From an optimization exercise on the open Yosys and OpenROAD flow, aimed at small area; shortcuts taken in it are not production practice.
Where RTL was checked, it was by simulation tests only, not by an equivalence proof against the original.
Only the layout flow was run in runs 1 and 2; the RTL was not checked for function there.

==> flow/design.v, too long to show whole: its modules and the start of the top module <==
// module mux2: 10 lines
// module mux3: 11 lines
// module mux4: 30 lines
// module mux5: 16 lines
// module mux6: 18 lines
// module dlatch_kianV: 11 lines
// module dff_kianV: 17 lines
// module counter: 15 lines
// module alu: 71 lines
// module alu_decoder: 63 lines
// module extend: 16 lines
// module register_file: 16 lines
// module load_alignment: 37 lines
// module store_alignment: 53 lines
// module load_decoder: 36 lines
// module store_decoder: 33 lines
// module muldiv: 114 lines
// module multiplier_decoder: 30 lines
// module multiplier_extension_decoder: 21 lines
// module mul_step: 1400 lines
// module divider_decoder: 32 lines
// module csr_decoder: 63 lines
// module csr_exception_handler: 310 lines
// module ripple_inc: 17 lines
// module ripple_ge: 17 lines
// module ripple_and: 14 lines
// module main_fsm: 688 lines
// module control_unit: 202 lines
// module datapath_unit: 267 lines
// module tag_ram: 40 lines
// module sv32_table_walk: 168 lines
// module sv32_translate_instruction_to_physical: 80 lines
// module sv32_translate_data_to_physical: 87 lines
// module sv32: 150 lines
// module kianv_harris_mc_edition: 281 lines
module kianv_harris_mc_edition #(
    parameter int RESET_ADDR        = 0,
    parameter int SYSTEM_CLK        = 50_000_000,
    parameter int NUM_ENTRIES_ITLB  = 16,
    parameter int NUM_ENTRIES_DTLB  = 16
) (
    input  logic         clk,
    input  logic         resetn,
    output logic         mem_valid,
    input  logic         mem_ready,
    output logic [3:0]   mem_wstrb,
    output logic [33:0]  mem_addr,
    output logic [31:0]  mem_wdata,
    input  logic [31:0]  mem_rdata,
    output logic [31:0]  PC,
    input  logic         access_fault,
    input  logic         IRQ3,
    input  logic         IRQ7,
    input  logic         IRQ9,
    input  logic         IRQ11,
    output logic [63:0]  timer_counter,
    output logic         is_instruction
);
  // ...
==> flow/flow/run.sh <==
#!/bin/bash
# Layout flow: the standard layout (standard.sh, unchanged synthesis,
# floorplan, power grid and placement) with two changes to how the layout
# is made:
#   - clock tree synthesis without dummy loads (same clustering as
#     config.mk's CTS_CLUSTER_SIZE / CTS_CLUSTER_DIAMETER)
#   - the input/output port buffers use sky130_fd_sc_hd__buf_2
# Every tool's output goes to a log file in this folder (make's output to
# flow_make.log; ORFS keeps each step's log under orfs/logs/).
set -euo pipefail
export CTS_ARGS="-sink_clustering_enable -repair_clock_nets -sink_clustering_size 24 -sink_clustering_max_diameter 100 -dont_use_dummy_load"
export BUFFER_PORTS_ARGS="-buffer_cell sky130_fd_sc_hd__buf_2"
bash standard.sh finish > flow_make.log 2>&1
==> flow/standard.sh <==
#!/bin/bash
# synth_recipe.tcl (not shown) runs the flow's synth.tcl, then flattens the netlist and writes it again
# the make line also repeats each setting of config.mk as NAME=value (left out here)
make -C /OpenROAD-flow-scripts/flow DESIGN_CONFIG=/design/flow/config.mk WORK_HOME=/design/flow/orfs CLKGATE_MAP_FILE= SYNTH_SCRIPT=/design/flow/synth_recipe.tcl "${@:-finish}"
==> flow/config.mk <==
export PLATFORM = sky130hd
export DESIGN_NAME = kianv_harris_mc_edition
export DESIGN_NICKNAME = kianv_harris_mc_edition
export VERILOG_FILES = /design/flow/design.v
export SDC_FILE = /design/flow/constraint.sdc
export NUM_CORES = 8
export LEC_CHECK = 0
export ABC_AREA = 1
export CAP_MARGIN = 20
export CORE_MARGIN = 2
export CORE_UTILIZATION = 40
export CTS_CLUSTER_DIAMETER = 100
export CTS_CLUSTER_SIZE = 24
export PLACE_DENSITY = 0.6
export SLEW_MARGIN = 30
==> flow/constraint.sdc <==
create_clock -name core_clock -period 25.0 [get_ports {clk}]
set_input_delay 5.0000 -clock core_clock [delete_from_list [all_inputs] [get_ports {clk}]]
set_output_delay 5.0000 -clock core_clock [all_outputs]
set_load 0.01 [all_outputs]
==> metrics.md, run 1 <==
| Metric | Value |
|---|---|
| RSZ-0062 raised after global routing | false |
| Die X | 667 µm |
| Pin count of the biggest net entering global routing | 173 |
| Synth Register Bits | approximately 3,500 |
| CTS root buf | clkbuf_16 |
| Post-synth EDFFs | 3,153 |
| Setup ws final | 0.950 ns |
| GRT Util Overall | 0.339 |
| Critical path launch point type | primary input |
| Mux contribution to synthesized area | 0.000569 |
| Status | finished clean |
| H-tree levels | 4 |
| Detailed Routing Iterations Pass 1 | 7 |
| Worst path most repeated cell | fa_1 |
| Routed vias/inst | ~6.1 |
| Min Hold Slack | ~0.45 ns |
| Num ports | 208 |
| Sequential share of cell area | 0.540 |
| Clock-cell share | 0.0245 |
| GR Layer Usage met1 | 0.464 |
| Critical path endpoint category | output pin |
| Critical path depth | 65 |
| Final instance area | 190,000 µm² |
| F_max | ~42 MHz |
| Worst-margin pin slew | 1.23 ns |
| Post-CTS sizing | 0 |
| Area Overhead vs Synth | 8.00% |
| Area fraction in compound gates after synthesis | 0.116 |
| Max Root-Sink Buffers | 4 |
| Commonest non-fill, non-tap cells in the layout | nand2_1, edfxtp_1, inv_1 |
| Post-Route WL | approximately 780,000 µm |
==> run 2, diff against run 1 <==
==> flow/flow/run.sh (replaced) <==
#!/bin/bash
# Layout flow: the standard layout (standard.sh, unchanged synthesis,
# floorplan, power grid and placement) with two changes to how the layout
# is made:
#   - clock tree synthesis without dummy loads (same clustering as
#     config.mk's CTS_CLUSTER_SIZE / CTS_CLUSTER_DIAMETER)
#   - the clock tree's inner (H-tree) buffers are sky130_fd_sc_hd__clkbuf_8
#   - the input/output port buffers use sky130_fd_sc_hd__buf_2
# Every tool's output goes to a log file in this folder (make's output to
# flow_make.log; ORFS keeps each step's log under orfs/logs/).
set -euo pipefail
export CTS_ARGS="-sink_clustering_enable -repair_clock_nets -sink_clustering_size 24 -sink_clustering_max_diameter 100 -dont_use_dummy_load -tree_buf sky130_fd_sc_hd__clkbuf_8"
export BUFFER_PORTS_ARGS="-buffer_cell sky130_fd_sc_hd__buf_2"
bash standard.sh finish > flow_make.log 2>&1
==> metrics.md, run 2 <==
| Metric | Value |
|---|---|
| Status | finished clean |
| Synthesized area per cell | between 9 and 10 µm² |
| Fill cell count | 41,870 |
| Num ports | 208 (unchanged) |
| Minimum clock period | 24.04 ns |
| First-pass GRT wire length | 1,060,000 µm |
| Cts hold-fix bufs | 0 |
| CTS Buf Count | 186 |
| Async SR Flop Fraction | 0.00226 |
| RSZ-0062 raised after global routing | false |
| Post-Synthesis Cell Area | 176,000 µm² |
| Critical path endpoint category | output pin |
| Via Count | 144,017 |
| Met3 WL post-DR | 101,000 µm |
| Initial antenna violation count | 65 |
| Ranking of synthesized cells by area | edfxtp_1, nand2_1, dfxtp_1, nand3_1, o21ai_0 |
| Total Neg Setup Slack | 0 ns |
| Clock sinks | 3,546 |
| Post-CTS sizing | 0 (unchanged) |
| Vias in the first global route | 132,128 |
| Core area | 438,000 µm² |
| Worst path most repeated cell | fa_1 |
| Slew Viols, Final | 0 |
| Met2 wire length | approximately 320,000 µm |
| Most numerous cell in the Yosys netlist | nand2_1 |
| Clock Latency Late Sink | 1.13 ns |
| Max reg flops | approximately 1,000 |
| Worst Hold Depth | 2 |
| Post-Route WL | 777,000 µm (about the same) |
| Drc violations | 0 |
| Grt ovf | 0 |
| Critical Path RT | 20.00 ns |
| Max Used Layer | met5 |
| Site row count | around 240 |
| CTS tree | yes |
| Area Overhead vs Synth | 7.97% (about the same) |
| Die area | 445,000 µm² |
| CTS root buf | clkbuf_16 |
| Commonest non-fill, non-tap cells in the layout | nand2_1, edfxtp_1, inv_1 |
| Layout net count | approximately 18,000 |
| Commonest non-fill, non-tap cell in the layout | nand2_1 |
| I/O Buffers | around 210 |
| WS Path Type | primary input to output pin |
| Mapped Cells | 17,820 |
| Final hold vios | 0 |
| CP max stage cell | fa_1 |
| Die H | 667 µm |
| Multi-input logic area | 63,700 µm² |
| Share of cells above drive strength 1 | 0.0796 |
| Routed length on met1 | 306,000 µm |
| # setup viols final | 0 |
| WL/cell | 32.9 µm |
| Largest reg by FF count | datapath_unit_I.register_file_I.bank0 |
| Synth top cells by count | nand2_1, edfxtp_1, inv_1, nand3_1, o21ai_0 |
| Detailed Routing Iterations Pass 1 | 9 (+2) |
| Initial Util | 0.402 |
| Layout Utilization | 0.434 |
| F_max | 41.6 MHz (about the same) |
| Pin count of the biggest net entering global routing | 173 (unchanged) |
| Worst Skew | roughly 0.16 ns |
| Die X | 667 µm (unchanged) |
| Clock transition at the registers of the reported paths | 0.10 ns |
| Post-synth EDFFs | 3,153 (unchanged) |
| Critical path launch point type | primary input |
| Hpwl dp | 533,000 µm |
| Post-synth cell types | 87 |
| Max Root-Sink Buffers | 4 (unchanged) |
| H-tree levels | 4 (unchanged) |
| Synth Register Bits | 3,546 (unchanged) |
| Postcts setup bufs | 0 |
| Sequential area share after synthesis | 0.583 |
| Routed Antenna Nets | 0 |
| Worst-margin pin slew | 1.31 ns (+0.0786 ns) |
| CP Max Fanout | approximately 110 |
| CP peak stage delay | roughly 0.74 ns |
| Register area | 103,000 µm² |
| Yosys top cell area share | 0.538 |
| Period Utilization, post-route | 0.961 |
| Top FF cell, synth | edfxtp_1 |
| Routed vias/inst | 6.09 (about the same) |
| Max capacitance violation total | 0 |
| YS warnings | 21 |
| Top flop regs | datapath_unit_I.register_file_I.bank0 (992), mmu_I.table_walk_inst.dtlb_I.ppns (320), mmu_I.table_walk_inst.itlb_I.ppns (320) |
| Path depth of the worst reg2reg path | 68 |
| Worst endpoint data arrival time | 19.04 ns |
| GPL Wtd Cong | 1.05 |
| Initial DRC count | around 23,000 |
| Slew margin rel. | 0.115 |
| Hold Crit Class | flip-flop to flip-flop |
| Yosys top cell by area | edfxtp_1 |
| GRT Util Overall | 0.339 (about the same) |
## run 2: cell counts after synthesis
No cell type changed its count.
## run 2: area by class of cell
cell class                 count  share of cell area
inverter                    1818              0.0361
timing repair buffer         683              0.0252
clock buffer                 186              0.0243
sequential                  3546               0.540
tap                         5880              0.0387
antenna                       46            0.000606
multi-input combinational  11473               0.335
## run 2: final timing paths
path                                                                       to  slack, ns                                          startpoint
setup / recovery                                                    mem_valid       0.96                                       mem_rdata[20]
hold / removal             mmu_I.table_walk_inst.dtlb_I.valid[2]$_SDFFE_PP0P_       0.45  mmu_I.table_walk_inst.dtlb_I.valid[2]$_SDFFE_PP0P_
setup reg to reg                                                    flip-flop       7.68                 datapath_unit_I.Instr[30]$_DFFE_PP_
min in group asynchronous                          mmu_I.state[1]$_DFFE_PN0P_       3.88                                              resetn
max in group asynchronous      mmu_I.data_translate_inst.state[0]$_DFFE_PN0P_      20.14                                              resetn
hold reg to reg            mmu_I.table_walk_inst.dtlb_I.valid[2]$_SDFFE_PP0P_       0.45  mmu_I.table_walk_inst.dtlb_I.valid[2]$_SDFFE_PP0P_
## run 2: metal layers
metal,vias up,GRT usage
li1,61527,-
met2,9556,0.489
met3,1627,0.0983
met5,-,0
met4,28,0.168
met1,71279,0.464
## run 2: through the flow
| step | setup slack (ns) | hold slack (ns) | cells | instance area [µm²] |
|---|---|---|---|---|
| after floorplan | 4.92 | 0.410 | 17821 | 176000 |
| after global placement | 1.24 | 0.430 | 23388 | 185000 |
| after detailed placement | 1.25 | 0.430 | 23396 | 185000 |
| after CTS | 1.19 | 0.448 | 23582 | 190000 |
| after global routing | 0.496 | 0.466 | 23604 | 190000 |
| final | 0.964 | 0.449 | 23632 | 190000 |
## run 2: worst max-delay path, delay by kind of cell
family	cells	cell delay (ns)
and+or+nand+nor	35	4.98
adders and majority gates	15	5.88
buffers and inverters	10	2.07
AOI/OAI and AO/OA	5	0.92
## run 2: logic make-up (layout without fill, tap and decap cells)
family                   Yosys count  count (layout)  synth area share
AND/OR/NAND/NOR                 7301            7301             0.176
flip-flops                      3546            3546             0.583
AO/OA/AOI/OAI                   3421            3421             0.116
buffers and inverters           2802            2687            0.0644
adder cells (fa/ha/maj)          588             588            0.0527
XOR/XNOR                         151             151           0.00751
multiplexers                      10              10          0.000569
other                              1              48         0.0000213
==> module muldiv, before the edit <==
module muldiv (
    input  wire        clk,
    input  wire        resetn,
    input  wire [31:0] a,
    input  wire [31:0] b,
    input  wire [2:0]  funct3,
    input  wire        valid,
    input  wire        pre,           
    input  wire        ext_we,        
    input  wire [31:0] ext_d,
    output logic [31:0] result,       
    output logic        ready
);
  localparam logic [1:0] IDLE = 2'd0, BUSY = 2'd1, FIN = 2'd2;
  logic [1:0]  state;
  logic [4:0]  cnt;
  logic [63:0] R;
  wire is_div   = funct3[2];
  wire is_rem   = funct3[1];             
  wire d_signed = ~funct3[0];            
  wire m_sa     = (funct3[1:0] == 2'b01) | (funct3[1:0] == 2'b10);
  wire m_sb     = (funct3[1:0] == 2'b01);
  wire start = (state == IDLE) & valid & ~ready;
  logic [6:0]  m_d;
  logic        m_d8;
  logic [33:0] m_h;
  wire         m_top = m_sb & b[31];
  always_comb begin
    case (state)
      BUSY:    m_d = b[20:14];
      FIN:     m_d = b[27:21];
      default: m_d = ready ? {m_top, m_top, m_top, b[31:28]} : (pre ? b[6:0] : b[13:7]);
    endcase
    m_d8 = ready & m_top;
    m_h  = pre ? 34'd0 : R[61:28];
  end
  wire [40:0] m_y;
  mul_step mul_step_I (
      .a (a),
      .s (m_sa & a[31]),
      .d (m_d),
      .d8(m_d8),
      .h (m_h),
      .y (m_y)
  );
  wire        d_neg   = d_signed & b[31];
  wire [31:0] rem_nxt = {R[62:32], R[31]};
  wire [31:0] d_op    = b ^ {32{~d_neg}};
  wire [31:0] d_s;
  wire q;
  assign {q, d_s} = {1'b0, rem_nxt} + {1'b0, d_op} + {32'b0, ~d_neg};    
  wire [31:0] neg_in  = (state == IDLE) ? a : (is_rem ? R[63:32] : R[31:0]);
  wire [31:0] neg_out = ~neg_in + 32'd1;
  wire neg_fix = d_signed & (is_rem ? a[31] : ((a[31] ^ b[31]) & (|b)));
  always_ff @(posedge clk) begin
    if (!resetn) begin
      state <= IDLE;
      ready <= 1'b0;
      cnt   <= 5'd0;
    end else begin
      case (state)
        IDLE: begin
          ready <= 1'b0;
          if (start) begin
            state <= BUSY;
            cnt   <= 5'd0;
          end
        end
        BUSY: begin
          cnt <= cnt + 5'd1;
          if (!is_div || (&cnt)) state <= FIN;
        end
        FIN: begin
          ready <= 1'b1;
          state <= IDLE;
        end
        default: state <= IDLE;
      endcase
    end
  end
  logic [31:0] fin_result;
  always_comb begin
    if (is_div)
      fin_result = is_rem ? R[63:32] : R[31:0];
    else if (funct3[1:0] == 2'b00)
      fin_result = {m_y[3:0], R[27:0]};
    else
      fin_result = m_y[35:4];
  end
  always_ff @(posedge clk) begin
    if (ready) begin
      R[31:0] <= fin_result;
    end else if (ext_we) begin
      R[31:0] <= ext_d;
    end else if (is_div) begin
      if (start) begin
        R[31:0]  <= (d_signed & a[31]) ? neg_out : a;
        R[63:32] <= 32'd0;
      end else if (state == BUSY) begin
        R[31:0]  <= {R[30:0], q};
        R[63:32] <= q ? d_s : rem_nxt;
      end else if (state == FIN && neg_fix) begin
        if (is_rem) R[63:32] <= neg_out;
        else        R[31:0]  <= neg_out;
      end
    end else begin
      if (pre || start || state == BUSY || state == FIN) begin
        R[61:28] <= m_y[40:7];
        R[27:0]  <= {m_y[6:0], R[27:7]};
      end
    end
  end
  assign result = R[31:0];
endmodule
==> run 3, diff against run 2 <==
--- a/flow/design.v
+++ b/flow/design.v
@@ -485,36 +485,46 @@
   wire m_sa     = (funct3[1:0] == 2'b01) | (funct3[1:0] == 2'b10);
   wire m_sb     = (funct3[1:0] == 2'b01);
   wire start = (state == IDLE) & valid & ~ready;
+  wire        d_neg   = d_signed & b[31];
+  wire [31:0] rem_nxt = {R[62:32], R[31]};
+  wire        div_busy = is_div && (state == BUSY);
+  logic [31:0] m_x;
+  logic        m_s;
   logic [6:0]  m_d;
   logic        m_d8;
   logic [33:0] m_h;
   wire         m_top = m_sb & b[31];
   always_comb begin
-    case (state)
-      BUSY:    m_d = b[20:14];
-      FIN:     m_d = b[27:21];
-      default: m_d = ready ? {m_top, m_top, m_top, b[31:28]} : (pre ? b[6:0] : b[13:7]);
-    endcase
-    m_d8 = ready & m_top;
-    m_h  = pre ? 34'd0 : R[61:28];
+    if (is_div) begin
+      m_x  = (state == BUSY) ? b : ((state == FIN) ? (is_rem ? R[63:32] : R[31:0]) : a);
+      m_s  = 1'b0;
+      m_d  = (div_busy && d_neg) ? 7'd1 : 7'h7f;
+      m_d8 = !(div_busy && d_neg);
+      m_h  = div_busy ? {2'b00, rem_nxt} : 34'd0;
+    end else begin
+      m_x  = a;
+      m_s  = m_sa & a[31];
+      case (state)
+        BUSY:    m_d = b[20:14];
+        FIN:     m_d = b[27:21];
+        default: m_d = ready ? {m_top, m_top, m_top, b[31:28]} : (pre ? b[6:0] : b[13:7]);
+      endcase
+      m_d8 = ready & m_top;
+      m_h  = pre ? 34'd0 : R[61:28];
+    end
   end
   wire [40:0] m_y;
   mul_step mul_step_I (
-      .a (a),
-      .s (m_sa & a[31]),
+      .a (m_x),
+      .s (m_s),
       .d (m_d),
       .d8(m_d8),
       .h (m_h),
       .y (m_y)
   );
-  wire        d_neg   = d_signed & b[31];
-  wire [31:0] rem_nxt = {R[62:32], R[31]};
-  wire [31:0] d_op    = b ^ {32{~d_neg}};
-  wire [31:0] d_s;
-  wire q;
-  assign {q, d_s} = {1'b0, rem_nxt} + {1'b0, d_op} + {32'b0, ~d_neg};    
-  wire [31:0] neg_in  = (state == IDLE) ? a : (is_rem ? R[63:32] : R[31:0]);
-  wire [31:0] neg_out = ~neg_in + 32'd1;
+  wire        q       = d_neg ? m_y[32] : !m_y[40];
+  wire [31:0] d_s     = m_y[31:0];
+  wire [31:0] neg_out = m_y[31:0];    
   wire neg_fix = d_signed & (is_rem ? a[31] : ((a[31] ^ b[31]) & (|b)));
   always_ff @(posedge clk) begin
     if (!resetn) begin
==> flow/flow/run.sh (replaced) <==
#!/bin/bash
# Layout flow: the standard layout (standard.sh, unchanged synthesis,
# floorplan, power grid and placement) with two changes to how the layout
# is made:
#   - clock tree synthesis without dummy loads (same clustering as
#     config.mk's CTS_CLUSTER_SIZE / CTS_CLUSTER_DIAMETER)
#   - the input/output port buffers use sky130_fd_sc_hd__buf_2
# Every tool's output goes to a log file in this folder (make's output to
# flow_make.log; ORFS keeps each step's log under orfs/logs/).
set -euo pipefail
export CTS_ARGS="-sink_clustering_enable -repair_clock_nets -sink_clustering_size 24 -sink_clustering_max_diameter 100 -dont_use_dummy_load"
export BUFFER_PORTS_ARGS="-buffer_cell sky130_fd_sc_hd__buf_2"
bash standard.sh finish > flow_make.log 2>&1
==> metrics.md, run 3 <==
| Metric | Value |
|---|---|
| Status | finished clean |
| Drc violations | 0 (unchanged) |
| Die X | 664 µm (-0.57%) |
| Total Neg Setup Slack | 0 ns (unchanged) |
| Period Utilization, post-route | 0.958 (-0.00325) |
| Async SR Flop Fraction | 0.00226 (unchanged) |
| YS warnings | 21 (unchanged) |
| Top flop regs | datapath_unit_I.register_file_I.bank0 (992), mmu_I.table_walk_inst.dtlb_I.ppns (320), mmu_I.table_walk_inst.itlb_I.ppns (320) |
| CP peak stage delay | 0.76 ns (+0.02 ns) |
| Clock sinks | 3,546 (unchanged) |
| Critical path launch point type | primary input |
| Routed vias/inst | 6.14 (+0.83%) |
| Slew margin rel. | 0.170 (+0.0550) |
| GRT Util Overall | 0.344 (+0.00541) |
| H-tree levels | 4 (unchanged) |
| Yosys top cell area share | 0.544 (+0.00622) |
| CTS Buf Count | 182 (-2.2%) |
| Cts hold-fix bufs | 0 (unchanged) |
| Routed Antenna Nets | 0 (unchanged) |
| GPL Wtd Cong | 1.09 (+3.1%) |
| Pin count of the biggest net entering global routing | 193 (+12%) |
| Sequential area share after synthesis | 0.590 (+0.00674) |
| Via Count | 142,877 (-0.79%) |
| Die area | 440,000 µm² (-1.1%) |
| F_max | 41.7 MHz (+0.34%) |
| Hpwl dp | 542,000 µm (+1.6%) |
| Detailed Routing Iterations Pass 1 | 9 (unchanged) |
| Share of cells above drive strength 1 | 0.0803 (+0.000620) |
| Commonest non-fill, non-tap cell in the layout | nand2_1 |
| Instance area at placement | 184,000 µm² (-0.80%) |
| RSZ-0062 raised after global routing | false |
| # setup viols final | 0 (unchanged) |
| Setup ws final | 1.05 ns (+0.0813 ns) |
| Die H | 664 µm (-0.57%) |
| Grt ovf | 0 (unchanged) |
| Core area | 434,000 µm² (-0.96%) |
| Placed cells | 23,028 (-1.6%) |
| Synth top cells by count | nand2_1, edfxtp_1, inv_1, o21ai_0, nor2_1 |
| Final cell count without fillers | 23,253 (-1.6%) |
| Final instance area | 188,000 µm² (-0.83%) |
| WL/cell | 33.7 µm (+2.5%) |
| Max capacitance violation total | 0 (unchanged) |
| First-pass GRT wire length | 1,070,000 µm (+0.60%) |
| Worst Skew | 0.145 ns (-0.0142 ns) |
| Minimum clock period | 23.95 ns (-0.0813 ns) |
| Slew Viols, Final | 0 (unchanged) |
| Largest reg by FF count | datapath_unit_I.register_file_I.bank0 |
| Fill cell count | 41,676 (-0.46%) |
| Mapped Cells | 17,519 (-1.7%) |
| Worst path most repeated cell | nand2_2 |
| Synth Register Bits | 3,546 (unchanged) |
| CP max stage cell | o21ai_4 |
| Vias in the first global route | 131,063 (-0.81%) |
| Post-synth cell types | 85 (-2.3%) |
| Top FF cell, synth | edfxtp_1 |
| Most numerous cell in the Yosys netlist | nand2_1 |
| Num ports | 208 (unchanged) |
| Worst endpoint data arrival time | 18.95 ns (-0.09 ns) |
| Worst-margin pin slew | 1.23 ns (-0.0789 ns) |
| Ranking of synthesized cells by area | edfxtp_1, nand2_1, dfxtp_1, o21ai_0, nand3_1 |
| Area Overhead vs Synth | 8.31% |
| Postcts setup bufs | 0 (unchanged) |
| Initial DRC count | 22,766 (-2.9%) |
| Critical path endpoint category | output pin |
| CTS root buf | clkbuf_16 |
| Placement Setup Slack | 1.43 ns (+0.182 ns) |
| Max reg flops | 992 (unchanged) |
| I/O Buffers | 205 (unchanged) |
| Commonest non-fill, non-tap cells in the layout | nand2_1, edfxtp_1, inv_1 |
| Clock Latency Late Sink | 1.00 ns (-0.13 ns) |
| CTS tree | yes |
| Post-synth EDFFs | 3,153 (unchanged) |
| Final hold vios | 0 (unchanged) |
| Synthesized area per cell | 9.93 µm² (+0.55%) |
| Layout net count | 18,079 (-1.4%) |
| Hold Crit Class | flip-flop to flip-flop |
| Post-Route WL | 783,000 µm (+0.82%) |
| CP Max Fanout | 100 (-4.8%) |
| Initial Util | 0.401 (-0.000728) |
| WS Path Type | primary input to output pin |
| Yosys top cell by area | edfxtp_1 |
| Site row count | 242 (-0.41%) |
| Post-CTS sizing | 0 (unchanged) |
| Initial antenna violation count | 84 (+29%) |
| Clock transition at the registers of the reported paths | 0.10 ns (about the same) |
| Critical Path RT | 20.00 ns (about the same) |
| Max Root-Sink Buffers | 4 (unchanged) |
| Post-Synthesis Cell Area | 174,000 µm² (-1.1%) |
## run 3: cell types whose count changed after synthesis, sizes merged, moves of 32 or more
cell	change
nor3	+37
buf	-54
a21oi	+33
ha	-32
nor4	-39
a22oi	-44
nand3	-133
clkbuf	+57
nor2	+94
o21ai	+99
nand2	-244
## run 3: cell type report
cell class	instances	area, µm²	share of cell area
diodes	37	92.6	0.000491
clock buffers	182	4550	0.0242
inverters	1792	6750	0.0358
multi-input cells	11195	61700	0.328
flip-flops and latches	3546	103000	0.544
well taps	5734	7170	0.0381
repair buffers	767	5570	0.0295
## run 3: metal layers
layer / share of wire / up-vias / global-route usage
met2: 0.43 / 9250 / 0.507
met1: 0.38 / 71156 / 0.459
li1: - / 60598 / -
met4: 0.075 / 52 / 0.212
met3: 0.12 / 1821 / 0.0836
met5: 0.00044 / - / 0
## run 3: cells by family (layout without fill, tap and decap cells)
group / Yosys count / after routing / share of synthesized area
and+or+nand+nor: 6962 / 6962 / 0.167
DFF: 3546 / 3546 / 0.590
AOI/OAI and AO/OA: 3535 / 3535 / 0.121
buffers and inverters: 2779 / 2741 / 0.0634
adders and majority gates: 555 / 555 / 0.0509
xor gates and xnor gates: 125 / 125 / 0.00629
muxes: 16 / 16 / 0.000920
other: 1 / 39 / 0.0000216
## run 3: path summary, 6_finish.rpt
path	start	end	slack, ns	cells after the start
setup / recovery	mem_rdata[21]	mem_valid	1.05	67
hold / removal	mmu_I.data_translate_inst.state[0]$_DFFE_PN0P_	mmu_I.data_translate_inst.state[0]$_DFFE_PN0P_	0.43	1
setup reg to reg	datapath_unit_I.Instr[13]$_DFFE_PP_	mmu_I.pa_page[10]$_DFFE_PP_	6.72	75
hold reg to reg	mmu_I.data_translate_inst.state[0]$_DFFE_PN0P_	mmu_I.data_translate_inst.state[0]$_DFFE_PN0P_	0.43	1
max in group asynchronous	resetn	mmu_I.data_translate_inst.state[0]$_DFFE_PN0P_	19.88	2
min in group asynchronous	resetn	mmu_I.instr_translate_inst.state[0]$_DFFE_PN0P_	4.64	2
## run 3: worst max-delay path: cells and delay by family
kind | cells | cell delay (ns)
adders and majority gates | 14 | 5.89
and+or+nand+nor | 41 | 4.81
buffers and inverters | 9 | 2.01
AOI/OAI and AO/OA | 3 | 1.01
## run 3: stage by stage
| step | util | hold slack (ns) |
|---|---|---|
| final | 0.434 | 0.426 |
| after global placement | 0.423 | 0.414 |
| after floorplan | - | 0.400 |
| after CTS | 0.434 | 0.430 |
| after global routing | 0.434 | 0.450 |
| after detailed placement | 0.423 | 0.417 |
==> run 4, diff against run 3 <==
--- a/flow/design.v
+++ b/flow/design.v
@@ -552,30 +552,23 @@
       endcase
     end
   end
-  logic [31:0] fin_result;
-  always_comb begin
-    if (is_div)
-      fin_result = is_rem ? R[63:32] : R[31:0];
-    else if (funct3[1:0] == 2'b00)
-      fin_result = {m_y[3:0], R[27:0]};
-    else
-      fin_result = m_y[35:4];
-  end
+  wire [31:0] mul_result = (funct3[1:0] == 2'b00) ? {m_y[3:0], R[27:0]} : m_y[35:4];
+  wire div_neg = (state == FIN) ? neg_fix : (d_signed & a[31]);
   always_ff @(posedge clk) begin
-    if (ready) begin
-      R[31:0] <= fin_result;
+    if (ready && !is_div) begin
+      R[31:0] <= mul_result;
     end else if (ext_we) begin
       R[31:0] <= ext_d;
     end else if (is_div) begin
+      if (start || state == FIN) begin
+        R[31:0] <= div_neg ? m_y[31:0] : m_x;
+      end else if (state == BUSY) begin
+        R[31:0] <= {R[30:0], q};
+      end
       if (start) begin
-        R[31:0]  <= (d_signed & a[31]) ? neg_out : a;
         R[63:32] <= 32'd0;
       end else if (state == BUSY) begin
-        R[31:0]  <= {R[30:0], q};
         R[63:32] <= q ? d_s : rem_nxt;
-      end else if (state == FIN && neg_fix) begin
-        if (is_rem) R[63:32] <= neg_out;
-        else        R[31:0]  <= neg_out;
       end
     end else begin
       if (pre || start || state == BUSY || state == FIN) begin
==> metrics.md, run 4 <==
| Metric | Value |
|---|---|
| Worst endpoint data arrival time | 19.22 ns (+0.27 ns) |
| Post-synth EDFFs | 3,153 (unchanged) |
| Slew Viols, Final | 0 (unchanged) |
| Post-CTS sizing | 0 (unchanged) |
| Multi-input logic area | 61,300 µm² (-0.65%) |
| Setup ws final | 0.776 ns (-0.269 ns) |
| Drc violations | 0 (unchanged) |
| Vias in the first global route | 128,931 (-1.6%) |
| Routed Antenna Nets | 0 (unchanged) |
| CP peak stage delay | 0.79 ns (+0.03 ns) |
| CTS tree | yes |
| Grt ovf | 0 (unchanged) |
| Synth Register Bits | 3,546 (unchanged) |
| FF-to-FF setup slack | 6.01 ns (-0.71 ns) |
| Minimum clock period | 24.22 ns (+0.269 ns) |
| GPL Wtd Cong | 1.08 (-0.37%) |
| Period Utilization, post-route | 0.969 (+0.0108) |
| Max reg flops | 992 (unchanged) |
| Synth top cells by count | nand2_1, edfxtp_1, inv_1, nor2_1, o21ai_0 |
| # setup viols final | 0 (unchanged) |
| Synthesized area per cell | 9.93 µm² (about the same) |
| Clock sinks | 3,546 (unchanged) |
| Top FF cell, synth | edfxtp_1 |
| Worst flop-to-flop path endpoint | datapath_unit_I.muldiv_I.R[60]$_DFFE_PP_ |
| Ranking of synthesized cells by area | edfxtp_1, nand2_1, dfxtp_1, o21ai_0, nand3_1 |
| CP max stage cell | nand2_8 |
| Reg-to-reg startpoint | control_unit_I.main_fsm_I.state[5]$_SDFFE_PN0N_ |
| CP Max Fanout | 118 (+18%) |
| Clock transition at the registers of the reported paths | 0.10 ns (about the same) |
| Commonest non-fill, non-tap cell in the layout | nand2_1 |
| Routed vias/inst | 6.08 (-0.98%) |
| Total Neg Setup Slack | 0 ns (unchanged) |
| Cts hold-fix bufs | 0 (unchanged) |
| Worst-margin pin slew | 1.29 ns (+0.0575 ns) |
| CTS Buf Count | 180 (-1.1%) |
| Async SR Flop Fraction | 0.00226 (unchanged) |
| Commonest non-fill, non-tap cells in the layout | nand2_1, edfxtp_1, inv_1 |
| Clock Latency Late Sink | 1.02 ns (+0.02 ns) |
| Min-delay src | mmu_I.instr_translate_inst.ready$_DFF_PN0_ |
| Critical Path RT | 20.00 ns (about the same) |
| Critical path launch point type | primary input |
| WS Path Type | primary input to output pin |
| Top flop regs | datapath_unit_I.register_file_I.bank0 (992), mmu_I.table_walk_inst.dtlb_I.ppns (320), mmu_I.table_walk_inst.itlb_I.ppns (320) |
| Largest reg by FF count | datapath_unit_I.register_file_I.bank0 |
| First-pass GRT wire length | 1,040,000 µm (-2.8%) |
| Post-synth cell types | 85 (unchanged) |
| Critical path endpoint category | output pin |
| Area Overhead vs Synth | 8.25% (about the same) |
| Worst path most repeated cell | nand2_2 |
| F_max | 41.3 MHz (-1.1%) |
| Die area | 439,000 µm² (-0.38%) |
| Yosys top cell area share | 0.546 (+0.00209) |
| YS warnings | 21 (unchanged) |
| Final hold vios | 0 (unchanged) |
| Hpwl dp | 524,000 µm (-3.3%) |
| Mapped Cells | 17,455 (-0.37%) |
| Core area | 431,000 µm² (-0.62%) |
| Slew margin rel. | 0.131 (-0.0387) |
| GRT Util Overall | 0.338 (-0.00593) |
| Die H | 662 µm (-0.19%) |
| I/O Buffers | 205 (unchanged) |
| Initial Util | 0.402 (+0.000965) |
| Layout Utilization | 0.435 (+0.000782) |
| Yosys top cell by area | edfxtp_1 |
| WL/cell | 32.9 µm (-2.4%) |
| Placement Setup Slack | 1.02 ns (-0.409 ns) |
| Layout net count | 18,025 (-0.30%) |
| Hold Crit Class | flip-flop to flip-flop |
| Path depth of the worst reg2reg path | 65 (-13%) |
| Status | finished clean |
| Initial DRC count | 21,808 (-4.2%) |
| Num ports | 208 (unchanged) |
| Final cell count without fillers | 23,185 (-0.29%) |
| Max Root-Sink Buffers | 4 (unchanged) |
| Worst Hold Depth | 1 (unchanged) |
| Fill cell count | 41,312 (-0.87%) |
| Die X | 662 µm (-0.19%) |
| Register area | 103,000 µm² (unchanged) |
| Worst Hold End | mmu_I.instr_translate_inst.state[0]$_DFFE_PN0P_ |
| Sequential area share after synthesis | 0.592 (+0.00226) |
| Most numerous cell in the Yosys netlist | nand2_1 |
| Postcts setup bufs | 0 (unchanged) |
| Initial antenna violation count | 77 (-8.3%) |
| Placed cells | 22,950 (-0.34%) |
| Max capacitance violation total | 0 (unchanged) |
| Worst Skew | 0.149 ns (+0.00405 ns) |
| RSZ-0062 raised after global routing | false |
| CTS root buf | clkbuf_16 |
| Post-Synthesis Cell Area | 173,000 µm² (-0.38%) |
| Via Count | 141,061 (-1.3%) |
| Post-Route WL | 763,000 µm (-2.7%) |
| Share of cells above drive strength 1 | 0.0780 (-0.00228) |
| Site row count | 241 (-0.41%) |
| Detailed Routing Iterations Pass 1 | 7 (-2) |
| Pin count of the biggest net entering global routing | 192 (-0.52%) |
| H-tree levels | 4 (unchanged) |
-- run 4: changes by cell type after synthesis, moves of 24 or more --
cell / delta
o2111ai_1: -24
nand3_1: -41
o32ai_1: +29
inv_2: -28
o21ai_1: -42
a21oi_1: +58
a2111o_1: -24
o211ai_1: +24
o21ai_0: -107
nand2_1: +186
clkbuf_1: -48
-- run 4: cell families (layout without fill, tap and decap cells) --
family	Yosys count	count (layout)	synth area share
and+or+nand+nor	7097	7097	0.171
AOI/OAI and AO/OA	3389	3389	0.116
muxes	12	12	0.000693
other	1	49	0.0000216
xor gates and xnor gates	129	129	0.00652
adders and majority gates	555	555	0.0511
buffers and inverters	2726	2698	0.0632
DFF	3546	3546	0.592
-- run 4: routing by layer --
metal / part of all wire / track usage / wire [µm]
met3: 0.13 / 0.108 / 97200
met4: 0.080 / 0.220 / 61300
met5: 0.00017 / 0 / 133
met1: 0.37 / 0.435 / 284000
met2: 0.42 / 0.491 / 320000
-- run 4: per-stage QoR --
stage               cell area (µm²)  hold WS, ns
CTS                          187000        0.440
global route                 188000        0.456
floorplan                    173000        0.411
global placement             183000        0.425
finish                       188000        0.448
detailed placement           183000        0.426
-- run 4: worst max-delay path: cells and delay by family --
| kind | cells | cell delay, ns |
|---|---|---|
| AOI/OAI and AO/OA | 1 | 0.41 |
| adders and majority gates | 15 | 6.28 |
| and+or+nand+nor | 40 | 5.98 |
| buffers and inverters | 8 | 1.42 |
-- run 4: cell type report --
cell class,count,share of cell area
timing repair buffer,758,0.0283
inverter,1760,0.0353
multi-input combinational,11184,0.327
sequential,3546,0.547
clock buffer,180,0.0240
tap,5710,0.0381
antenna,47,0.000627
-- run 4: worst max-delay path by stage --
stage                        startpoint   endpoint  slack (ns)  depth (start not counted)
after global routing      mem_rdata[20]  mem_valid        0.30                         68
after CTS                 mem_rdata[20]  mem_valid         1.0                         64
after floorplan           mem_rdata[20]  mem_valid        4.11                         73
final                     mem_rdata[20]  mem_valid        0.78                         64
after detailed placement  mem_rdata[20]  mem_valid        1.02                         64
after global placement    mem_rdata[21]  mem_valid        0.83                         66
==> run 5, diff against run 4 <==
--- a/flow/config.mk
+++ b/flow/config.mk
@@ -5,11 +5,12 @@
 export SDC_FILE = /design/flow/constraint.sdc
 export NUM_CORES = 8
 export LEC_CHECK = 0
-export ABC_AREA = 1
+export ABC_AREA = 0
 export CAP_MARGIN = 20
 export CORE_MARGIN = 2
 export CORE_UTILIZATION = 40
 export CTS_CLUSTER_DIAMETER = 100
 export CTS_CLUSTER_SIZE = 24
 export PLACE_DENSITY = 0.6
+export SETUP_SLACK_MARGIN = 0.3
 export SLEW_MARGIN = 30
==> metrics.md, run 5 <==
| Metric | Value |
|---|---|
| Drc violations | 0 (unchanged) |
| Yosys top cell by area | edfxtp_1 |
| Grt ovf | 0 (unchanged) |
| Via Count | 129,529 (-8.2%) |
| Commonest non-fill, non-tap cell in the layout | edfxtp_1 |
| CTS Buf Count | 183 (+1.7%) |
| Post-synth EDFFs | 3,153 (unchanged) |
| Share of cells above drive strength 1 | 0.117 (+0.0391) |
| Hold Crit Class | flip-flop to flip-flop |
| Die area | 433,000 µm² (-1.3%) |
| Clock sinks | 3,546 (unchanged) |
| Die X | 658 µm (-0.63%) |
| Initial Util | 0.401 (-0.000876) |
| Final instance area | 186,000 µm² (-0.73%) |
| Initial DRC count | 21,513 (-1.4%) |
| Critical Path RT | 20.00 ns (about the same) |
| Worst path most repeated cell | fa_1 |
| CP peak stage delay | 0.49 ns (-0.30 ns) |
| Worst endpoint data arrival time | 19.62 ns (+0.40 ns) |
| Core area | 427,000 µm² (-1.0%) |
| Worst setup path end | mem_valid |
| Final hold vios | 0 (unchanged) |
| FF-to-FF setup slack | 5.48 ns (-0.53 ns) |
| Minimum clock period | 24.62 ns (+0.397 ns) |
| Area Overhead vs Synth | 8.83% |
| Sequential area share after synthesis | 0.599 (+0.00754) |
| CTS root buf | clkbuf_16 |
| GPL Wtd Cong | 1.10 (+1.6%) |
| CP Max Fanout | 70 (-41%) |
| Fill cell count | 39,374 (-4.7%) |
| Instance area at placement | 181,000 µm² (-0.81%) |
| Placement Setup Slack | 0.163 ns (-0.861 ns) |
| Synth top cells by count | edfxtp_1, nand2_1, nor2_1, clkbuf_1, nand3_1 |
| Worst flop-to-flop path endpoint | datapath_unit_I.muldiv_I.R[47]$_DFFE_PP_ |
| Clock transition at the registers of the reported paths | 0.08 ns (-0.02 ns) |
| Routed Antenna Nets | 0 (unchanged) |
| Max capacitance violation total | 0 (unchanged) |
| GRT Util Overall | 0.316 (-0.0225) |
| Num ports | 208 (unchanged) |
| Pin count of the biggest net entering global routing | 131 (-32%) |
| Detailed Routing Iterations Pass 1 | 9 (+2) |
| Post-synth cell types | 117 (+38%) |
| Critical path endpoint category | output pin |
| Worst-margin pin slew | 1.21 ns (-0.0796 ns) |
| Layout Utilization | 0.437 (+0.00137) |
| F_max | 40.6 MHz (-1.6%) |
| Async SR Flop Fraction | 0.00226 (unchanged) |
| WL/cell | 35.2 µm (+7.1%) |
| Top FF cell, synth | edfxtp_1 |
| Most numerous cell in the Yosys netlist | edfxtp_1 |
| Routed vias/inst | 6.44 (+5.9%) |
| Hpwl dp | 479,000 µm (-8.6%) |
| Die H | 658 µm (-0.63%) |
| Reg-to-reg startpoint | control_unit_I.main_fsm_I.state[5]$_SDFFE_PN0N_ |
| Slew margin rel. | 0.185 (+0.0536) |
| Top flop regs | datapath_unit_I.register_file_I.bank0 (992), mmu_I.table_walk_inst.dtlb_I.ppns (320), mmu_I.table_walk_inst.itlb_I.ppns (320) |
| Yosys top cell area share | 0.553 (+0.00696) |
| Period Utilization, post-route | 0.985 (+0.0159) |
| Synth Register Bits | 3,546 (unchanged) |
| Ranking of synthesized cells by area | edfxtp_1, nand2_1, dfxtp_1, mux2i_1, fa_1 |
| CP max stage cell | fa_1 |
| Site row count | 240 (-0.41%) |
| YS warnings | 21 (unchanged) |
| CTS tree | yes |
| Total Neg Setup Slack | 0 ns (unchanged) |
| Max reg flops | 992 (unchanged) |
| Status | finished clean |
| Post-Synthesis Cell Area | 171,000 µm² (-1.3%) |
| Post-Route WL | 708,000 µm (-7.1%) |
| Synthesized area per cell | 11.9 µm² (+20%) |
| I/O Buffers | 205 (unchanged) |
| Placed cells | 19,868 (-13%) |
| H-tree levels | 4 (unchanged) |
| Critical path launch point type | primary input |
| Slew Viols, Final | 0 (unchanged) |
| Largest reg by FF count | datapath_unit_I.register_file_I.bank0 |
| Final cell count without fillers | 20,111 (-13%) |
| Min Hold Slack | 0.453 ns (+0.00481 ns) |
| Initial antenna violation count | 64 (-17%) |
| WS Path Type | primary input to output pin |
| Layout net count | 14,972 (-17%) |
| Setup ws final | 0.379 ns (-0.397 ns) |
| Vias in the first global route | 119,349 (-7.4%) |
| Clock Latency Late Sink | 1.00 ns (-0.02 ns) |
| RSZ-0062 raised after global routing | false |
| Path depth of the worst reg2reg path | 63 (-3.1%) |
| Worst Hold Depth | 2 (+1) |
| Worst Skew | 0.174 ns (+0.0251 ns) |
| First-pass GRT wire length | 971,000 µm (-6.7%) |
| # setup viols final | 0 (unchanged) |
| Max Root-Sink Buffers | 4 (unchanged) |
| Mapped Cells | 14,376 (-18%) |
| CP Launch Point | mem_rdata[21] |
| Commonest non-fill, non-tap cells in the layout | edfxtp_1, nand2_1, nor2_1 |
-- run 5: layer usage --
| layer | GRT usage | up-vias | share of wire |
|---|---|---|---|
| li1 | - | 53650 | - |
| met1 | 0.419 | 65128 | 0.38 |
| met2 | 0.464 | 8888 | 0.43 |
| met3 | 0.0856 | 1827 | 0.12 |
| met4 | 0.185 | 36 | 0.072 |
| met5 | 0.00399 | - | 0.00068 |
-- run 5: worst max-delay path, delay by kind of cell --
family	cells	cell delay, ns
adders and majority gates	14	5.89
AOI/OAI and AO/OA	16	4.67
and+or+nand+nor	6	1.96
buffers and inverters	4	1.05
muxes	3	0.94
-- run 5: layout make-up --
cell class	instances	area, µm²	area share
Antenna cell	49	123	0.000658
Clock buffer	183	4580	0.0246
Inverter	525	2000	0.0107
Multi-Input combinational cell	9329	64300	0.345
Sequential cell	3546	103000	0.551
Tap cell	5687	7120	0.0382
Timing Repair Buffer	792	5570	0.0299
-- run 5: cells by family after synthesis --
group,after synthesis,share of synthesized area
AO/OA/AOI/OAI,2993,0.125
XOR/XNOR,142,0.00727
adder cells (fa/ha/maj),575,0.0529
buffers and inverters,1504,0.0345
flip-flops,3546,0.599
multiplexers,761,0.0535
other,1,0.0000219
AND/OR/NAND/NOR,4854,0.127
-- run 5: timing repair --
action	4_1_cts	5_1_grt
setup endpoints to repair	1	1
cloned	0	2
pin swaps	0	3
buffers inserted	0	8
hold endpoints to repair	0	0
gates resized for setup	1	7
hold buffers	0	0
-- run 5: worst min path at each step --
stage                                                         start                     endpoint  slack (ns)
floorplan                                                 flip-flop                    flip-flop        0.42
global placement    mmu_I.instr_translate_inst.page_fault$_DFF_PN0_  mmu_I.page_fault$_SDFF_PN0_        0.43
detailed placement  mmu_I.instr_translate_inst.page_fault$_DFF_PN0_  mmu_I.page_fault$_SDFF_PN0_        0.44
CTS                 mmu_I.instr_translate_inst.page_fault$_DFF_PN0_  mmu_I.page_fault$_SDFF_PN0_        0.46
global route        mmu_I.instr_translate_inst.page_fault$_DFF_PN0_  mmu_I.page_fault$_SDFF_PN0_        0.48
finish              mmu_I.instr_translate_inst.page_fault$_DFF_PN0_  mmu_I.page_fault$_SDFF_PN0_        0.45
==> module alu, before the edit <==
module alu (
    input wire [31:0] a,
    input wire [31:0] b,
    input wire [$clog2(22)-1:0] alucontrol,
    output logic [31:0] result,
    output logic zero
);
  wire [4:0] c = alucontrol;
  wire is_add = (c == 0) || (c == 9);
  wire        sub = !is_add;
  wire [31:0] bx  = b ^ {32{sub}};
  wire [16:0] cl;
  wire [16:0] ch0, ch1;
  wire [31:0] s;
  wire [15:0] sh0, sh1;
  assign cl[0]  = sub;
  assign ch0[0] = 1'b0;
  assign ch1[0] = 1'b1;
  genvar gi;
  generate
    for (gi = 0; gi < 16; gi = gi + 1) begin : g_add
      assign s[gi]       = a[gi] ^ bx[gi] ^ cl[gi];
      assign cl[gi + 1]  = (a[gi] & bx[gi]) | (a[gi] & cl[gi]) | (bx[gi] & cl[gi]);
      assign sh0[gi]     = a[gi+16] ^ bx[gi+16] ^ ch0[gi];
      assign ch0[gi + 1] = (a[gi+16] & bx[gi+16]) | (a[gi+16] & ch0[gi]) | (bx[gi+16] & ch0[gi]);
      assign sh1[gi]     = a[gi+16] ^ bx[gi+16] ^ ch1[gi];
      assign ch1[gi + 1] = (a[gi+16] & bx[gi+16]) | (a[gi+16] & ch1[gi]) | (bx[gi+16] & ch1[gi]);
    end
  endgenerate
  assign s[31:16] = cl[16] ? sh1 : sh0;
  wire [32:0] cy;
  assign cy[32] = cl[16] ? ch1[16] : ch0[16];
  wire ltu = !cy[32];                               
  wire lt  = (a[31] ^ b[31]) ? a[31] : s[31];       
  wire eq  = (a == b);
  wire is_sll = (c == 5);
  wire is_sra = (c == 7);
  logic [31:0] a_rev, sh_in, sh_out, sh_rev;
  always_comb begin
    for (int i = 0; i < 32; i++) a_rev[i] = a[31 - i];
    sh_in  = is_sll ? a_rev : a;
    sh_out = $signed({is_sra & a[31], sh_in}) >>> b[4:0];
    for (int i = 0; i < 32; i++) sh_rev[i] = sh_out[31 - i];
  end
  always_comb begin
    case (c)
      9, 0, 1: result = s;
      2:   result = a ^ b;
      3:     result = a | b;
      4:   result = a & b;
      5:   result = sh_rev;
      6,
      7:   result = sh_out;
      8,
      14:        result = {31'b0, lt};
      11,
      16:       result = {31'b0, ltu};
      18:        result = lt ? a : b;
      19:        result = lt ? b : a;
      20:       result = ltu ? a : b;
      21:       result = ltu ? b : a;
      10:        result = b;
      12:        result = {31'b0, eq};
      13:        result = {31'b0, !eq};
      15:        result = {31'b0, !lt};
      17:       result = {31'b0, !ltu};
      default:              result = 32'b0;
    endcase
  end
  assign zero = (result == 32'b0);
endmodule
==> run 6, diff against run 5 <==
--- a/flow/design.v
+++ b/flow/design.v
@@ -140,27 +140,32 @@
   wire is_add = (c == 0) || (c == 9);
   wire        sub = !is_add;
   wire [31:0] bx  = b ^ {32{sub}};
-  wire [16:0] cl;
-  wire [16:0] ch0, ch1;
   wire [31:0] s;
-  wire [15:0] sh0, sh1;
-  assign cl[0]  = sub;
-  assign ch0[0] = 1'b0;
-  assign ch1[0] = 1'b1;
-  genvar gi;
-  generate
-    for (gi = 0; gi < 16; gi = gi + 1) begin : g_add
-      assign s[gi]       = a[gi] ^ bx[gi] ^ cl[gi];
-      assign cl[gi + 1]  = (a[gi] & bx[gi]) | (a[gi] & cl[gi]) | (bx[gi] & cl[gi]);
-      assign sh0[gi]     = a[gi+16] ^ bx[gi+16] ^ ch0[gi];
-      assign ch0[gi + 1] = (a[gi+16] & bx[gi+16]) | (a[gi+16] & ch0[gi]) | (bx[gi+16] & ch0[gi]);
-      assign sh1[gi]     = a[gi+16] ^ bx[gi+16] ^ ch1[gi];
-      assign ch1[gi + 1] = (a[gi+16] & bx[gi+16]) | (a[gi+16] & ch1[gi]) | (bx[gi+16] & ch1[gi]);
-    end
-  endgenerate
-  assign s[31:16] = cl[16] ? sh1 : sh0;
   wire [32:0] cy;
-  assign cy[32] = cl[16] ? ch1[16] : ch0[16];
+  function automatic [11:0] rca(input [10:0] x, input [10:0] y, input ci, input integer n);
+    logic c;
+    rca = 12'b0;
+    c = ci;
+    for (int i = 0; i < 11; i++) begin
+      if (i < n) begin
+        rca[i] = x[i] ^ y[i] ^ c;
+        c = (x[i] & y[i]) | (x[i] & c) | (y[i] & c);
+      end
+    end
+    rca[11] = c;
+  endfunction
+  wire [11:0] r0  = rca(a[10:0],  bx[10:0],  sub,  11);
+  wire [11:0] r10 = rca(a[21:11], bx[21:11], 1'b0, 11);
+  wire [11:0] r11 = rca(a[21:11], bx[21:11], 1'b1, 11);
+  wire [11:0] r20 = rca({1'b0, a[31:22]}, {1'b0, bx[31:22]}, 1'b0, 10);
+  wire [11:0] r21 = rca({1'b0, a[31:22]}, {1'b0, bx[31:22]}, 1'b1, 10);
+  wire        c11 = r0[11];
+  wire        c22 = c11 ? r11[11] : r10[11];
+  assign s[10:0]  = r0[10:0];
+  assign s[21:11] = c11 ? r11[10:0] : r10[10:0];
+  assign s[31:22] = c22 ? r21[9:0] : r20[9:0];
+  assign cy[32]   = c22 ? r21[11] : r20[11];
+  assign cy[31:0] = 32'b0;
   wire ltu = !cy[32];                               
   wire lt  = (a[31] ^ b[31]) ? a[31] : s[31];       
   wire eq  = (a == b);
@@ -198,7 +203,19 @@
       default:              result = 32'b0;
     endcase
   end
-  assign zero = (result == 32'b0);
+  wire is_br = (c >= 12) && (c <= 17);
+  logic br_bit;
+  always_comb begin
+    case (c)
+      12:  br_bit = eq;
+      13:  br_bit = !eq;
+      14:  br_bit = lt;
+      15:  br_bit = !lt;
+      16: br_bit = ltu;
+      default:        br_bit = !ltu;    
+    endcase
+  end
+  assign zero = is_br ? !br_bit : (s == 32'b0);
 endmodule
 `default_nettype none
 module alu_decoder (
--- a/flow/config.mk
+++ b/flow/config.mk
@@ -12,5 +12,4 @@
 export CTS_CLUSTER_DIAMETER = 100
 export CTS_CLUSTER_SIZE = 24
 export PLACE_DENSITY = 0.6
-export SETUP_SLACK_MARGIN = 0.3
 export SLEW_MARGIN = 30
==> metrics.md, run 6 <==
| Metric | Value |
|---|---|
| Clock Latency Late Sink | 0.99 ns (about the same) |
| Initial DRC count | 21,592 (+0.37%) |
| CTS root buf | clkbuf_16 |
| Period Utilization, post-route | 0.886 (-0.0986) |
| Top flop regs | datapath_unit_I.register_file_I.bank0 (992), mmu_I.table_walk_inst.dtlb_I.ppns (320), mmu_I.table_walk_inst.itlb_I.ppns (320) |
| Register area | 103,000 µm² (about the same) |
| GR Util met2 | 0.469 (+0.00462) |
| Delay-heaviest family, CP | compound AO/OA/AOI/OAI gates |
| Critical Path RT | 20.00 ns (about the same) |
| Buf/Inv on CP | 5 (+1) |
| CTS tree | yes |
| Yosys top cell area share | 0.553 (about the same) |
| Critical path launch point type | primary input |
| Grt ovf | 0 (unchanged) |
| Slew Viols, Final | 0 (unchanged) |
| CTS Buf Count | 183 (unchanged) |
| CP peak stage delay | 0.77 ns (+0.28 ns) |
| Multi-input logic area | 63,900 µm² (-0.51%) |
| Sequential area share after synthesis | 0.599 (about the same) |
| RSZ-0062 raised after global routing | false |
| Fill cell count | 39,934 (+1.4%) |
| Worst-margin pin slew | 1.29 ns (+0.0771 ns) |
| Final instance area | 186,000 µm² (-0.22%) |
| H-tree levels | 4 (unchanged) |
| CP Max Fanout | 55 (-21%) |
| Placed cells | 20,179 (+1.6%) |
| Pin count of the biggest net entering global routing | 145 (+11%) |
| Postcts setup bufs | 0 (unchanged) |
| Vias in the first global route | 122,050 (+2.3%) |
| Most numerous cell in the Yosys netlist | edfxtp_1 |
| Layout Utilization | 0.435 (-0.00128) |
| Post-CTS sizing | 0 (-1) |
| Top FF cell, synth | edfxtp_1 |
| Post-synth cell types | 116 (-0.85%) |
| Share of cells above drive strength 1 | 0.0951 (-0.0219) |
| Minimum clock period | 22.16 ns (-2.47 ns) |
| Placement Setup Slack | 2.96 ns (+2.80 ns) |
| Max reg flops | 992 (unchanged) |
| Cts hold-fix bufs | 0 (unchanged) |
| Worst endpoint data arrival time | 17.16 ns (-2.46 ns) |
| GPL Wtd Cong | 1.07 (-2.9%) |
| WS Path Type | primary input to output pin |
| Path depth of the worst reg2reg path | 62 (-1.6%) |
| Post-Synthesis Cell Area | 171,000 µm² (about the same) |
| Most used routing layer | met2 |
| Routed Antenna Nets | 0 (unchanged) |
| Routed vias/inst | 6.52 (+1.2%) |
| Site row count | 240 (unchanged) |
| I/O Buffers | 205 (unchanged) |
| Synth top cells by count | edfxtp_1, nand2_1, nor2_1, clkbuf_1, nand3_1 |
| Commonest non-fill, non-tap cells in the layout | edfxtp_1, nand2_1, nor2_1 |
| Core area | 427,000 µm² (about the same) |
| Via Count | 133,128 (+2.8%) |
| Post-Route WL | 728,000 µm (+2.8%) |
| Async SR Flop Fraction | 0.00226 (unchanged) |
| Mapped Cells | 14,779 (+2.8%) |
| Post-synth EDFFs | 3,153 (unchanged) |
| YS warnings | 21 (unchanged) |
| Critical path depth | 41 (-4.7%) |
| F_max | 45.1 MHz (+11%) |
| Initial antenna violation count | 76 (+19%) |
| Final cell count without fillers | 20,418 (+1.5%) |
| GRT Util Overall | 0.325 (+0.00900) |
| Worst Hold Depth | 2 (unchanged) |
| Commonest non-fill, non-tap cell in the layout | edfxtp_1 |
| Max Root-Sink Buffers | 4 (unchanged) |
| Slew margin rel. | 0.136 (-0.0486) |
| Setup ws final | 2.84 ns (+2.47 ns) |
| Layout net count | 15,281 (+2.1%) |
| Min Hold Slack | 0.468 ns (+0.0152 ns) |
| First-pass GRT wire length | 996,000 µm (+2.6%) |
| WL/cell | 35.7 µm (+1.3%) |
| Worst path most repeated cell | fa_1 |
| Ranking of synthesized cells by area | edfxtp_1, nand2_1, dfxtp_1, fa_1, mux2i_1 |
| Worst Skew | 0.216 ns (+0.0422 ns) |
| Die X | 658 µm (about the same) |
| Num ports | 208 (unchanged) |
| Synthesized area per cell | 11.6 µm² (-2.6%) |
| Die H | 658 µm (about the same) |
| Hold Crit Class | flip-flop to flip-flop |
| Instance area at placement | 181,000 µm² (-0.17%) |
| Critical path endpoint category | output pin |
| Clock transition at the registers of the reported paths | 0.10 ns (+0.02 ns) |
| Status | finished clean |
| GR Layer Usage met1 | 0.437 (+0.0180) |
| CP max stage cell | buf_4 |
| Largest reg by FF count | datapath_unit_I.register_file_I.bank0 |
| Initial Util | 0.401 (about the same) |
| Synth Register Bits | 3,546 (unchanged) |
| Die area | 434,000 µm² (about the same) |
| Drc violations | 0 (unchanged) |
| Max capacitance violation total | 0 (unchanged) |
| Total Neg Setup Slack | 0 ns (unchanged) |
| Yosys top cell by area | edfxtp_1 |
| Clock sinks | 3,546 (unchanged) |
| Detailed Routing Iterations Pass 1 | 9 (unchanged) |
| Met3 GRT Util | 0.0849 (-0.000633) |
| Hpwl dp | 479,000 µm (about the same) |
| Area Overhead vs Synth | 8.48% |
| Final hold vios | 0 (unchanged) |
| # setup viols final | 0 (unchanged) |
## run 6: logic make-up after synthesis
| kind of cell | synth area share |
|---|---|
| and+or+nand+nor | 0.137 |
| DFF | 0.599 |
| AOI/OAI and AO/OA | 0.133 |
| buffers and inverters | 0.0358 |
| adders and majority gates | 0.0530 |
| muxes | 0.0335 |
| xor gates and xnor gates | 0.00879 |
| other | 0.0000219 |
## run 6: routing by layer
| metal | wire (µm) | vias to the layer above |
|---|---|---|
| met5 | 314 | - |
| met4 | 56000 | 48 |
| met3 | 91100 | 1930 |
| met2 | 303000 | 9300 |
| met1 | 278000 | 67060 |
| li1 | - | 54790 |
## run 6: final timing paths
check                                                           startpoint                                               to  slack (ns)
hold / removal              mmu_I.data_translate_inst.page_fault$_DFF_PN0_                      mmu_I.page_fault$_SDFF_PN0_        0.47
setup / recovery                                             mem_rdata[20]                                        mem_valid        2.84
min in group asynchronous                                           resetn  mmu_I.instr_translate_inst.page_fault$_DFF_PN0_        3.96
max in group asynchronous                                           resetn       mmu_I.instr_translate_inst.ready$_DFF_PN0_       19.99
setup reg to reg           control_unit_I.main_fsm_I.state[2]$_SDFFE_PN0N_     datapath_unit_I.muldiv_I.R[63]$_SDFFCE_PP0P_        6.75
hold reg to reg             mmu_I.data_translate_inst.page_fault$_DFF_PN0_                      mmu_I.page_fault$_SDFF_PN0_        0.47
## run 6: cell type report
class	instances	area share
clock buffer	183	0.0246
antenna	48	0.000646
inverter	505	0.0103
multi-input combinational	9692	0.344
tap	5687	0.0383
timing repair buffer	757	0.0300
sequential	3546	0.552
## run 6: tightest hold or removal path, delay by kind of cell, from the launching register on
kind | cells | cell delay (ns)
flip-flops | 1 | 0.34
AND/OR/NAND/NOR | 2 | 0.10
==> run 7, diff against run 6 <==
--- a/flow/flow/run.sh
+++ b/flow/flow/run.sh
@@ -8,6 +8,6 @@
 # Every tool's output goes to a log file in this folder (make's output to
 # flow_make.log; ORFS keeps each step's log under orfs/logs/).
 set -euo pipefail
-export CTS_ARGS="-sink_clustering_enable -repair_clock_nets -sink_clustering_size 24 -sink_clustering_max_diameter 100 -dont_use_dummy_load"
+export CTS_ARGS="-sink_clustering_enable -repair_clock_nets -sink_clustering_size 28 -sink_clustering_max_diameter 100 -dont_use_dummy_load"
 export BUFFER_PORTS_ARGS="-buffer_cell sky130_fd_sc_hd__buf_2"
 bash standard.sh finish > flow_make.log 2>&1
--- a/flow/config.mk
+++ b/flow/config.mk
@@ -10,6 +10,6 @@
 export CORE_MARGIN = 2
 export CORE_UTILIZATION = 40
 export CTS_CLUSTER_DIAMETER = 100
-export CTS_CLUSTER_SIZE = 24
+export CTS_CLUSTER_SIZE = 28
 export PLACE_DENSITY = 0.6
 export SLEW_MARGIN = 30
==> metrics.md, run 7 <==
| Metric | Value |
|---|---|
| Status | finished clean |
| Yosys top cell area share | 0.553 (unchanged) |
| Core area | 427,000 µm² (unchanged) |
| Site row count | 240 (unchanged) |
| Final instance area | 185,000 µm² (-0.25%) |
| Die area | 434,000 µm² (unchanged) |
| Top flop regs | datapath_unit_I.register_file_I.bank0 (992), mmu_I.table_walk_inst.dtlb_I.ppns (320), mmu_I.table_walk_inst.itlb_I.ppns (320) |
| Slew Viols, Final | 0 (unchanged) |
| Cts hold-fix bufs | 0 (unchanged) |
| Path depth of the worst reg2reg path | 62 (unchanged) |
| Routed vias/inst | 6.51 (about the same) |
| Routed Antenna Nets | 0 (unchanged) |
| Worst endpoint data arrival time | 17.24 ns (+0.08 ns) |
| Post-synth EDFFs | 3,153 (unchanged) |
| Total Neg Setup Slack | 0 ns (unchanged) |
| CTS tree | yes |
| Worst path most repeated cell | fa_1 |
| Detailed Routing Iterations Pass 1 | 10 (+1) |
| Ranking of synthesized cells by area | edfxtp_1, nand2_1, dfxtp_1, fa_1, mux2i_1 |
| Min-delay src | mmu_I.data_translate_inst.page_fault$_DFF_PN0_ |
| Commonest non-fill, non-tap cells in the layout | edfxtp_1, nand2_1, nor2_1 |
| Worst flop-to-flop path endpoint | datapath_unit_I.muldiv_I.R[63]$_SDFFCE_PP0P_ |
| CTS Buf Count | 164 (-10%) |
| Critical path endpoint category | output pin |
| Reg-to-reg startpoint | control_unit_I.main_fsm_I.state[2]$_SDFFE_PN0N_ |
| Async SR Flop Fraction | 0.00226 (unchanged) |
| Worst-margin pin slew | 1.30 ns (+0.0136 ns) |
| First-pass GRT wire length | 996,000 µm (unchanged) |
| Hold Crit Class | flip-flop to flip-flop |
| Worst Hold Depth | 2 (unchanged) |
| Initial antenna violation count | 82 (+7.9%) |
| Mapped Cells | 14,779 (unchanged) |
| Max capacitance violation total | 0 (unchanged) |
| Most numerous cell in the Yosys netlist | edfxtp_1 |
| CP Max Fanout | 55 (unchanged) |
| Largest reg by FF count | datapath_unit_I.register_file_I.bank0 |
| CP Launch Point | mem_rdata[20] |
| Instance area at placement | 181,000 µm² (unchanged) |
| H-tree levels | 4 (unchanged) |
| Period Utilization, post-route | 0.889 (+0.00328) |
| Minimum clock period | 22.24 ns (+0.0820 ns) |
| # setup viols final | 0 (unchanged) |
| Critical path launch point type | primary input |
| Commonest non-fill, non-tap cell in the layout | edfxtp_1 |
| Layout net count | 15,263 (-0.12%) |
| YS warnings | 21 (unchanged) |
| Via Count | 132,853 (-0.21%) |
| CTS root buf | clkbuf_16 |
| Synth Register Bits | 3,546 (unchanged) |
| Clock Latency Late Sink | 1.03 ns (+0.04 ns) |
| Postcts setup bufs | 0 (unchanged) |
| RSZ-0062 raised after global routing | false |
| Initial Util | 0.401 (unchanged) |
| Post-CTS sizing | 0 (unchanged) |
| Slew margin rel. | 0.133 (-0.00334) |
| Critical Path RT | 20.00 ns (about the same) |
| GRT Util Overall | 0.325 (about the same) |
| Yosys top cell by area | edfxtp_1 |
| Synthesized area per cell | 11.6 µm² (unchanged) |
| CP peak stage delay | 0.77 ns (about the same) |
| I/O Buffers | 205 (unchanged) |
| Drc violations | 0 (unchanged) |
| Post-Synthesis Cell Area | 171,000 µm² (unchanged) |
| Max reg flops | 992 (unchanged) |
| WL/cell | 35.8 µm (+0.24%) |
| Top FF cell, synth | edfxtp_1 |
| Hpwl dp | 479,000 µm (unchanged) |
| Num ports | 208 (unchanged) |
| Vias in the first global route | 121,781 (-0.22%) |
## run 7: cell counts after synthesis
Identical to the previous run, type by type.
## run 7: cells by family after synthesis
logic type               after synthesis  share of synthesized area
XOR/XNOR                             172                    0.00879
other                                  1                  0.0000219
AO/OA/AOI/OAI                       3135                      0.133
AND/OR/NAND/NOR                     5271                      0.137
flip-flops                          3546                      0.599
multiplexers                         531                     0.0335
buffers and inverters               1542                     0.0358
adder cells (fa/ha/maj)              581                     0.0530
## run 7: critical path: cells and delay by family
family                   cells  cell delay, ns
AND/OR/NAND/NOR              7            2.32
buffers and inverters        5            1.55
multiplexers                 3            0.81
AO/OA/AOI/OAI               15            3.93
adder cells (fa/ha/maj)     10            3.40
XOR/XNOR                     1            0.16
## run 7: area by class of cell
type                    count  area (µm²)
diodes                     41         103
clock buffers             164        4100
fillers                 39977      242000
inverters                 505        1920
multi-input cells        9692       64000
flip-flops and latches   3546      103000
well taps                5687        7120
repair buffers            758        5580
## run 7: routing by layer
metal,part of all wire,up-vias,wire [µm],global-route usage
met3,0.13,1859,91200,0.0870
met4,0.074,46,54200,0.198
met1,0.38,66945,279000,0.436
met5,0.00044,-,322,0
met2,0.42,9230,304000,0.469
li1,-,54773,-,-
## run 7: how the worst max path moves through the flow
| stage | to | slack (ns) | depth (start not counted) |
|---|---|---|---|
| 6_report | mem_valid | 2.76 | 41 |
| 5_1_grt | mem_valid | 2.38 | 40 |
| 4_1_cts | mem_valid | 3.16 | 41 |
| 3_5_place_dp | datapath_unit_I.muldiv_I.R[63]$_SDFFCE_PP0P_ | 2.96 | 61 |
| 3_3_place_gp | datapath_unit_I.muldiv_I.R[63]$_SDFFCE_PP0P_ | 2.79 | 61 |
| 2_1_floorplan | datapath_unit_I.muldiv_I.R[52]$_DFFE_PP_ | 4.60 | 65 |
## run 7: per-stage QoR
stage	utilization	std cells	setup WS, ns	hold WS, ns
finish	0.434	20393	2.76	0.474
global route	0.434	20365	2.38	0.501
CTS	0.434	20343	3.16	0.472
detailed placement	0.424	20179	2.96	0.446
global placement	0.423	20162	2.79	0.440
floorplan	-	14780	4.60	0.418

static timing again, ports no longer ideal:
In the flow no input, the clock included, has a driving cell. The finished layouts below were timed again as built, in two steps. Step 1 assumes that a clkbuf_16 drives the clock port and a buf_2 every other input. Step 2 adds t to the input delays and takes it off the output delays; t is the mean of the earliest and latest rising clock arrival at the registers after step 1. Input paths then give back, and output paths get back, about the clock's delay inside the block. Slacks: ideal / step 1 / step 2; pairs: ideal / step 1.
run | shift t [ns] | setup WS [ns] | latest minus earliest clock arrival (ns) | worst register clock-pin slew, ns | worst data-port slew with drivers (ns)
run 1 | 1.083 | 0.950 / 0.884 / 0.884 | 0.169 / 0.169 | 0.11 / 0.11 | 0.32
run 2 | 1.153 | 0.964 / 0.901 / 0.901 | 0.160 / 0.160 | 0.11 / 0.11 | 0.36
run 3 | 1.046 | 1.046 / 0.976 / 0.976 | 0.145 / 0.145 | 0.11 / 0.11 | 0.24
run 4 | 1.071 | 0.776 / 0.650 / 0.650 | 0.158 / 0.159 | 0.11 / 0.11 | 0.47
run 5 | 1.035 | 0.379 / 0.210 / 0.210 | 0.202 / 0.202 | 0.11 / 0.11 | 0.28
run 6 | 1.008 | 2.845 / 2.819 / 2.777 | 0.237 / 0.236 | 0.11 / 0.11 | 0.32
run 7 | 1.028 | 2.763 / 2.737 / 2.670 | 0.221 / 0.220 | 0.12 / 0.12 | 0.32
After both steps setup and hold are still met in every run listed. The setup slack of run 5, which loses most, moves by -0.169 ns with the drivers and by -0.169 ns with both steps.
